Source: an optimization exercise on an open RTL-to-GDS flow (aim: small area). Production flows keep margins and buffers that such runs may drop. At most, simulation tests tie the RTL to the original design; equivalence was not proved. No activity file was given, so power comes from the tool's default toggle rates.

==> violet <==
## top_logic
module top_logic(
    input clk,
    input rst,
    input frz,
    input [4:0] level,
    input Dout,
    output vsync,
    output hsync,
    output [3:0] VGA_R,
    output [3:0] VGA_G,
    output [3:0] VGA_B,
    input BTNU,
    input BTND,
    input BTNL,
    input BTNR,
    output [7:0] seven_seg,
    output [7:0] sel,
    input pattern_select,
    input I_spi_miso,
    output O_spi_sck,
    output O_spi_cs,
    output O_spi_mosi
);
    reg [10:0] hcount;
    reg [9:0]  vcount;
    reg [9:0]  counter;
    reg        frame;
    wire hreset = (hcount == 11'd1039);
    wire vs = !(vcount >= 10'd637 && vcount <= 10'd642);      
    wire hs = !(hcount >= 11'd856 && hcount <= 11'd975);
    wire [10:0] hcount_inc;
    wire [9:0]  vcount_inc, counter_inc;
    wire hco, vco, cco;
    rinc #(11) u_hinc(.a(hcount), .ci(1'b1), .s(hcount_inc), .co(hco));
    rinc #(10) u_vinc(.a(vcount), .ci(1'b1), .s(vcount_inc), .co(vco));
    rinc #(10) u_cinc(.a(counter), .ci(!vs), .s(counter_inc), .co(cco));
    always @(posedge clk) begin
        if (rst) begin
            hcount  <= 0;
            vcount  <= 0;
            counter <= 0;
            frame   <= 0;
        end else begin
            hcount <= hreset ? 11'd0 : hcount_inc;
            if (hreset) vcount <= (vcount == 10'd665) ? 10'd0 : vcount_inc;
            if (counter == 10'd30 && frz) begin
                counter <= 0;
                frame   <= 1;
            end else begin
                counter <= counter_inc;
                frame <= 0;
            end
        end
    end
    assign vsync = ~vs;
    assign hsync = ~hs;
    wire paused = ~frz;
    reg [9:0]  b1xh;
    reg [8:0]  b1yh;
    reg        b1sx, b1sy;
    reg [15:0] score;
    reg        over;
    wire [10:0] b1x = {b1xh, 1'b0};
    wire [9:0]  b1y = {b1yh, 1'b0};
    wire [9:0]  b1xh_n;
    wire [8:0]  b1yh_n;
    wire [15:0] score_inc;
    wire [3:0]  d1_inc, d2_inc, d3_inc;
    wire u0, u1, u2, u3, u4, u5;
  ...
Settings: LEC_CHECK=0, CAP_MARGIN=20, CORE_MARGIN=2, CORE_UTILIZATION=40, CTS_BUF_LIST=sky130_fd_sc_hd__clkbuf_4, CTS_CLUSTER_SIZE=30, SLEW_MARGIN=20; clock period 20.0 ns.
run.sh (not shown) runs the stock make flow with config.mk's settings and CLKGATE_MAP_FILE= SYNTH_SCRIPT=/design/flow/synth_recipe.tcl, a recipe that flattens the netlist after the stock synthesis.
==> inputs of onyx, as changes to violet <==
--- a/flow/design.v
+++ b/flow/design.v
@@ -522,16 +522,23 @@
     wire [W:0] c;
     assign c[0] = 1'b1;
     genvar i;
     generate for (i = 0; i < W; i = i + 1) begin : g
         assign c[i+1] = (a[i] & ~b[i]) | (a[i] & c[i]) | (~b[i] & c[i]);
     end endgenerate
     assign lt = ~c[W];
 endmodule
+module absdiff_n #(parameter W = 8) (input [W-1:0] a, input [W-1:0] nb, output [W-1:0] d);
+    wire [W-1:0] s;
+    wire ge;                          
+    rca #(W) u_sub(.a(a), .b(nb), .ci(1'b1), .s(s), .co(ge));
+    wire co_unused;
+    rinc #(W) u_neg(.a(s ^ {W{~ge}}), .ci(~ge), .s(d), .co(co_unused));
+endmodule
 module absdiff #(parameter W = 8) (input [W-1:0] a, input [W-1:0] b, output [W-1:0] d);
     wire [W-1:0] s;
     wire nb;                          
     rca #(W) u_sub(.a(a), .b(~b), .ci(1'b1), .s(s), .co(nb));
     wire co_unused;
     rinc #(W) u_neg(.a(s ^ {W{~nb}}), .ci(~nb), .s(d), .co(co_unused));
 endmodule
 module top_logic(
@@ -563,107 +570,107 @@
     reg        frame;
     wire hreset = (hcount == 11'd1039);
     wire vs = !(vcount >= 10'd637 && vcount <= 10'd642);      
     wire hs = !(hcount >= 11'd856 && hcount <= 11'd975);
     wire [10:0] hcount_inc;
     wire [9:0]  vcount_inc, counter_inc;
     wire hco, vco, cco;
     rinc #(11) u_hinc(.a(hcount), .ci(1'b1), .s(hcount_inc), .co(hco));
-    rinc #(10) u_vinc(.a(vcount), .ci(1'b1), .s(vcount_inc), .co(vco));
+    rinc #(10) u_vinc(.a(vcount), .ci(hreset), .s(vcount_inc), .co(vco));
     rinc #(10) u_cinc(.a(counter), .ci(!vs), .s(counter_inc), .co(cco));
     always @(posedge clk) begin
         if (rst) begin
             hcount  <= 0;
             vcount  <= 0;
             counter <= 0;
             frame   <= 0;
         end else begin
             hcount <= hreset ? 11'd0 : hcount_inc;
-            if (hreset) vcount <= (vcount == 10'd665) ? 10'd0 : vcount_inc;
+            vcount <= (hreset && vcount == 10'd665) ? 10'd0 : vcount_inc;
             if (counter == 10'd30 && frz) begin
                 counter <= 0;
                 frame   <= 1;
             end else begin
                 counter <= counter_inc;
                 frame <= 0;
             end
         end
     end
     assign vsync = ~vs;
     assign hsync = ~hs;
     wire paused = ~frz;
-    reg [9:0]  b1xh;
-    reg [8:0]  b1yh;
+    reg [9:0]  nb1xh;
+    reg [8:0]  nb1yh;
     reg        b1sx, b1sy;
     reg [15:0] score;
     reg        over;
-    wire [10:0] b1x = {b1xh, 1'b0};
-    wire [9:0]  b1y = {b1yh, 1'b0};
-    wire [9:0]  b1xh_n;
-    wire [8:0]  b1yh_n;
+    wire [9:0]  nb1xh_n;       
+    wire [8:0]  nb1yh_n;
     wire [15:0] score_inc;
     wire [3:0]  d1_inc, d2_inc, d3_inc;
     wire u0, u1, u2, u3, u4, u5;
-    rca  #(10) u_b1x(.a(b1xh), .b({{9{~b1sx}}, 1'b1}), .ci(1'b0), .s(b1xh_n), .co(u0));
-    rca  #(9)  u_b1y(.a(b1yh), .b({{8{~b1sy}}, 1'b1}), .ci(1'b0), .s(b1yh_n), .co(u1));
+    wire b1mv = frame && !over;
+    rca  #(10) u_b1x(.a(nb1xh), .b({{9{b1mv & b1sx}}, b1mv}), .ci(1'b0), .s(nb1xh_n), .co(u0));
+    rca  #(9)  u_b1y(.a(nb1yh), .b({{8{b1mv & b1sy}}, b1mv}), .ci(1'b0), .s(nb1yh_n), .co(u1));
     assign score_inc[15:4] = score[15:4];
     rinc #(4)  u_sc(.a(score[3:0]), .ci(1'b1), .s(score_inc[3:0]), .co(u2));
     rinc #(4)  u_d1(.a(score[7:4]), .ci(1'b1), .s(d1_inc), .co(u3));
     rinc #(4)  u_d2(.a(score[11:8]), .ci(1'b1), .s(d2_inc), .co(u4));
     rinc #(4)  u_d3(.a(score[15:12]), .ci(1'b1), .s(d3_inc), .co(u5));
-    wire b1mv = frame && !over;
-    wire [9:0] b1xh_nx = b1mv ? b1xh_n : b1xh;     
-    wire [8:0] b1yh_nx = b1mv ? b1yh_n : b1yh;
     always @(posedge clk) begin
         if (rst) begin
-            b1xh <= 10'd250;
-            b1yh <= 9'd250;
+            nb1xh <= ~10'd250;
+            nb1yh <= ~9'd250;
+        end else begin
+            nb1xh <= nb1xh_n;
+            nb1yh <= nb1yh_n;
+        end
+    end
+    always @(posedge clk) begin
+        if (rst) begin
             b1sx <= 0;
             b1sy <= 0;
             score <= 0;
         end else if (b1mv) begin
-            if (b1xh == 10'd1) begin b1sx <= 1; score <= score_inc; end
-            else if (b1xh == 10'd381) begin b1sx <= 0; score <= score_inc; end
-            if (b1yh == 9'd18) begin b1sy <= 1; score <= score_inc; end
-            else if (b1yh == 9'd281) begin b1sy <= 0; score <= score_inc; end
-            b1xh <= b1xh_n;
-            b1yh <= b1yh_n;
+            if (nb1xh == ~10'd1) begin b1sx <= 1; score <= score_inc; end
+            else if (nb1xh == ~10'd381) begin b1sx <= 0; score <= score_inc; end
+            if (nb1yh == ~9'd18) begin b1sy <= 1; score <= score_inc; end
+            else if (nb1yh == ~9'd281) begin b1sy <= 0; score <= score_inc; end
             if (score[3:0] == 10) begin score[3:0] <= 0; score[7:4] <= d1_inc; end
             if (score[7:4] == 10) begin score[7:4] <= 0; score[11:8] <= d2_inc; end
             if (score[11:8] == 10) begin score[11:8] <= 0; score[15:12] <= d3_inc; end
             if (score[15:12] == 10) begin score[11:8] <= 0; end
         end
     end
-    reg [9:0]  b2xh;
-    reg [9:0]  b2y;
+    reg [9:0]  nb2xh;
+    reg [9:0]  nb2y;
     reg        b2sx, b2sy;
-    wire [10:0] b2x = {b2xh, 1'b0};
-    wire [9:0]  b2xh_n, b2y_n;
+    wire [9:0]  nb2xh_n, nb2y_n;
     wire u6, u7;
-    rca #(10) u_b2x(.a(b2xh), .b({{9{~b2sx}}, 1'b1}), .ci(1'b0), .s(b2xh_n), .co(u6));
-    rca #(10) u_b2y(.a(b2y), .b({{8{~b2sy}}, 2'b11 ^ {~b2sy, 1'b0}}), .ci(1'b0), .s(b2y_n), .co(u7));
+    rca #(10) u_b2x(.a(nb2xh), .b({{9{frame & b2sx}}, frame}), .ci(1'b0), .s(nb2xh_n), .co(u6));
+    rca #(10) u_b2y(.a(nb2y), .b({{8{frame & b2sy}}, frame & ~b2sy, frame}), .ci(1'b0), .s(nb2y_n), .co(u7));
     always @(posedge clk) begin
         if (rst) begin
             b2sx <= 0;
             b2sy <= 0;
         end else begin
-            if (b2xh <= 10'd1) b2sx <= 1;
-            else if (b2xh >= 10'd381) b2sx <= 0;
-            if (b2y <= 10'd36) b2sy <= 1;
-            else if (b2y >= 10'd562) b2sy <= 0;
+            if (nb2xh >= ~10'd1) b2sx <= 1;
+            else if (nb2xh <= ~10'd381) b2sx <= 0;
+            if (nb2y >= ~10'd36) b2sy <= 1;
+            else if (nb2y <= ~10'd562) b2sy <= 0;
         end
     end
     always @(posedge clk) begin
         if (rst) begin
-            b2xh <= 10'd100;
-            b2y <= 10'd500;
-        end else if (frame) begin
-            b2xh <= b2xh_n;
-            b2y <= b2y_n;
+            nb2xh <= ~10'd100;
+            nb2y <= ~10'd500;
+        end else begin
+            nb2xh <= nb2xh_n;
+            nb2y <= nb2y_n;
         end
     end
     reg [7:0] spi_i;           
     reg [5:0] state;           
     reg       cs_r, sck_r, mosi_r;
     reg [3:0] dout;
     reg [2:0] spi_xd, spi_yd;   
     wire sel0f = (spi_i != 8'd0) && (spi_i <= 8'd100);    
@@ -752,48 +759,48 @@
             py <= py_n;
         end
     end
     reg [8:0]  R;              
     reg [18:0] cnt;            
     reg        c19, c20;       
     reg [11:0] colorD;         
     reg [1:0]  cop;            
-    reg [18:0] D1, D2;
+    reg [17:0] D1, D2;
     reg far1, far2;
-    wire [10:0] ub_x = frame ? {b1xh_nx, 1'b0} : b2x;
-    wire [9:0]  ub_y = frame ? {b1yh_nx, 1'b0} : b2y;
+    wire [10:0] nub_x = frame ? {nb1xh_n, 1'b1} : {nb2xh, 1'b1};
+    wire [9:0]  nub_y = frame ? {nb1yh_n, 1'b1} : nb2y;
     wire [10:0] uax;
     wire [9:0]  uay;
-    absdiff #(11) u_uax(.a(px_n), .b(ub_x), .d(uax));
-    absdiff #(10) u_uay(.a(py_n), .b(ub_y), .d(uay));
+    absdiff_n #(11) u_uax(.a(px_n), .nb(nub_x), .d(uax));
+    absdiff_n #(10) u_uay(.a(py_n), .nb(nub_y), .d(uay));
     wire [18:0] uD;
     sumsq u_sq(.a(uax[8:0]), .b(uay[8:0]), .s(uD));
-    wire ufar = (uax[10:9] != 2'b0) || uay[9];
+    wire ufar = (uax[10:9] != 2'b0) || uay[9] || uD[18];
     always @(posedge clk) begin
         if (rst) begin
-            D1 <= 19'd90000;       
+            D1 <= 18'd90000;       
             far1 <= 0;
         end else if (frame) begin
-            D1 <= uD;
+            D1 <= uD[17:0];
             far1 <= ufar;
         end
     end
     always @(posedge clk) begin
-        D2 <= uD;
+        D2 <= uD[17:0];
         far2 <= ufar;
     end
-    wire [18:0] D2x = frame ? D2 : uD;
+    wire [17:0] D2x = frame ? D2 : uD[17:0];
     wire far2x = frame ? far2 : ufar;
     wire [17:0] R2, S2;
     sq9    u_r2(.r(R), .r2(R2));
     sq_thr u_s2(.r(R), .r2(R2), .s2(S2));
     wire lt1, lt2;
-    rlt #(19) u_lt1(.a(D1), .b({1'b0, S2}), .lt(lt1));
-    rlt #(19) u_lt2(.a(D2x), .b({1'b0, S2}), .lt(lt2));
+    rlt #(18) u_lt1(.a(D1), .b(S2), .lt(lt1));
+    rlt #(18) u_lt2(.a(D2x), .b(S2), .lt(lt2));
     wire hit1 = !far1 && lt1;
     wire hit2 = !far2x && lt2;
     wire [11:0] xpR;
     wire [10:0] ypR, ymR;
     wire [9:0]  Rp2;
     wire u12, ymR_nneg, c1;
     assign Rp2[0] = R[0];
     rinc #(8)  u_rp2(.a(R[8:1]), .ci(1'b1), .s(Rp2[8:1]), .co(Rp2[9]));
@@ -803,17 +810,17 @@
     rca  #(10) u_ymr(.a(py), .b(~{1'b0, R}), .ci(1'b1), .s(ymR[9:0]), .co(ymR_nneg));
     wire wall = c1 || (xpR > 12'd762) || (ymR_nneg && ymR[9:0] < 10'd36) || (ypR > 11'd562);
     wire collide = wall || hit1 || hit2;
     wire shrink = c20 && !Dout && (R[8:3] != 6'd0);
     wire [8:0]  R_n;
     wire [18:0] cnt_inc;
     wire [11:0] color_n;
     wire cnt_co, u16;
-    rca  #(9)  u_rn(.a(R), .b(c19 ? 9'd1 : 9'h1FE), .ci(1'b0), .s(R_n), .co(u12));
+    rca  #(9)  u_rn(.a(R), .b({{7{shrink & !c19}}, shrink & !c19, c19}), .ci(1'b0), .s(R_n), .co(u12));
     rinc #(19) u_cnt(.a(cnt), .ci(!paused), .s(cnt_inc), .co(cnt_co));
     rca  #(12) u_col(.a(colorD), .b(12'h333), .ci(1'b0), .s(color_n), .co(u16));
     wire [11:0] color = cop[1] ? 12'h6C3 : cop[0] ? color_n : colorD;
     always @(posedge clk) begin
         if (rst) begin
             R <= 9'd10;
             cnt <= 0;
             c19 <= 0;
@@ -822,36 +829,35 @@
         end else begin
             cnt <= cnt_inc;
             c19 <= cnt_co;
             if (shrink) c20 <= 0;
             if (c19) begin
                 c19 <= 0;
                 c20 <= ~c20;
             end
-            if (collide) R <= 9'd400;
-            else if (c19 || shrink) R <= R_n;
+            R <= collide ? 9'd400 : R_n;
             over <= collide;
         end
     end
     always @(posedge clk) begin
         colorD <= color;
         cop <= rst ? 2'd2 : shrink ? 2'd1 : paused ? 2'd2 : 2'd0;
     end
     wire [11:0] h12;
     wire [10:0] v12;
     rca #(11) u_h12(.a(hcount), .b(11'd12), .ci(1'b0), .s(h12[10:0]), .co(h12[11]));
     rca #(10) u_v12(.a(vcount), .b(10'd12), .ci(1'b0), .s(v12[9:0]), .co(v12[10]));
     wire [11:0] ex1, ex2;
     wire [10:0] ey1, ey2;
     wire u20, u21, u22, u23;
-    rca #(12) u_ex1(.a(h12), .b(~{1'b0, b1x}), .ci(1'b1), .s(ex1), .co(u20));
-    rca #(11) u_ey1(.a(v12), .b(~{1'b0, b1y}), .ci(1'b1), .s(ey1), .co(u21));
-    rca #(12) u_ex2(.a(h12), .b(~{1'b0, b2x}), .ci(1'b1), .s(ex2), .co(u22));
-    rca #(11) u_ey2(.a(v12), .b(~{1'b0, b2y}), .ci(1'b1), .s(ey2), .co(u23));
+    rca #(12) u_ex1(.a(h12), .b({1'b1, nb1xh, 1'b1}), .ci(1'b1), .s(ex1), .co(u20));
+    rca #(11) u_ey1(.a(v12), .b({1'b1, nb1yh, 1'b1}), .ci(1'b1), .s(ey1), .co(u21));
+    rca #(12) u_ex2(.a(h12), .b({1'b1, nb2xh, 1'b1}), .ci(1'b1), .s(ex2), .co(u22));
+    rca #(11) u_ey2(.a(v12), .b({1'b1, nb2y}), .ci(1'b1), .s(ey2), .co(u23));
     wire in_b1 = (ex1[11:5] == 7'd0) && (ey1[10:5] == 6'd0) && disc12(ex1[4:0], ey1[4:0]);
     wire in_b2 = (ex2[11:5] == 7'd0) && (ey2[10:5] == 6'd0) && disc12(ex2[4:0], ey2[4:0]);
     wire in_bd = (hcount == 11'd0) || (vcount == 10'd30) || (hcount == 11'd768) || (vcount == 10'd568);
     wire [10:0] ahxp;
     wire [9:0]  avyp;
     absdiff #(11) u_ahp(.a(hcount), .b(px), .d(ahxp));
     absdiff #(10) u_avp(.a(vcount), .b(py), .d(avyp));
     wire ltp;
- CTS_BUF_LIST: sky130_fd_sc_hd__clkbuf_4 -> default
- CTS_CLUSTER_DIAMETER: default -> 100
- CTS_CLUSTER_SIZE: 30 -> 20
==> qor summary <==
quantity                                                         onyx          violet
Outcome                                                finished clean  finished clean
Detail-routed via count per cell                                5.046           5.108
Combinational power                                         0.00106 W       0.00119 W
Final instance area                                         25480 µm²       26590 µm²
Peak supply drop                                             69.75 µV        66.92 µV
Logic gate share of total power                                 52.9%           52.4%
Routability Congestion                                         0.8534          0.8831
Count of flip-flops and latches                                   256             258
Hold path start                                             colorD[5]         b2xh[9]
Total CTS buffers                                                  19              76
M1 GR Usage                                                    24.42%          25.93%
First drt pass iteration count                                      5               6
Wire length of the first global-routing pass                 88330 µm        95340 µm
Number of clock sinks                                             256             258
HPWL reported at the end of detailed placement               42740 µm        45200 µm
Routed length per instance                                   16.28 µm        16.47 µm
Total global routing track utilization                         17.84%          18.80%
CP endpoint                                                      R[1]            R[1]
Fraction of area in registers                                  20.12%          19.44%
Period utilization                                             93.19%          92.29%
Number of vias after detailed routing                           16370           17760
Worst path max stage delay                                    0.59 ns         0.58 ns
Mean area per synthesized cell                              9.620 µm²       9.439 µm²
Non-clock inverter instance count of the final layout             372             370
For violet, only the layout was checked, not whether the RTL still works.

static timing again, ports no longer ideal:
In the flow no input, the clock included, has a driving cell. The finished layouts below were timed again as built, in two steps.
Step 1 assumes that a clkbuf_16 drives the clock port and a buf_2 every other input.
Step 2 times the ports against the registers' clock, not the clock port: input delays grow and output delays shrink by t, the midpoint of the rising clock arrivals with the driver on.
Slacks: no drivers / after step 1 / after step 2; pairs: no drivers / after step 1.
run | shift t [ns] | setup slack, ns | worst setup path at the end
violet | 0.841 | 1.543 / 1.572 / 0.731 | input to register
onyx | 0.576 | 1.361 / 1.393 / 0.818 | input to register
After both steps setup and hold are still met in every run listed. The setup slack of violet, which loses most, moves by +0.029 ns with the drivers and by -0.812 ns with both steps.
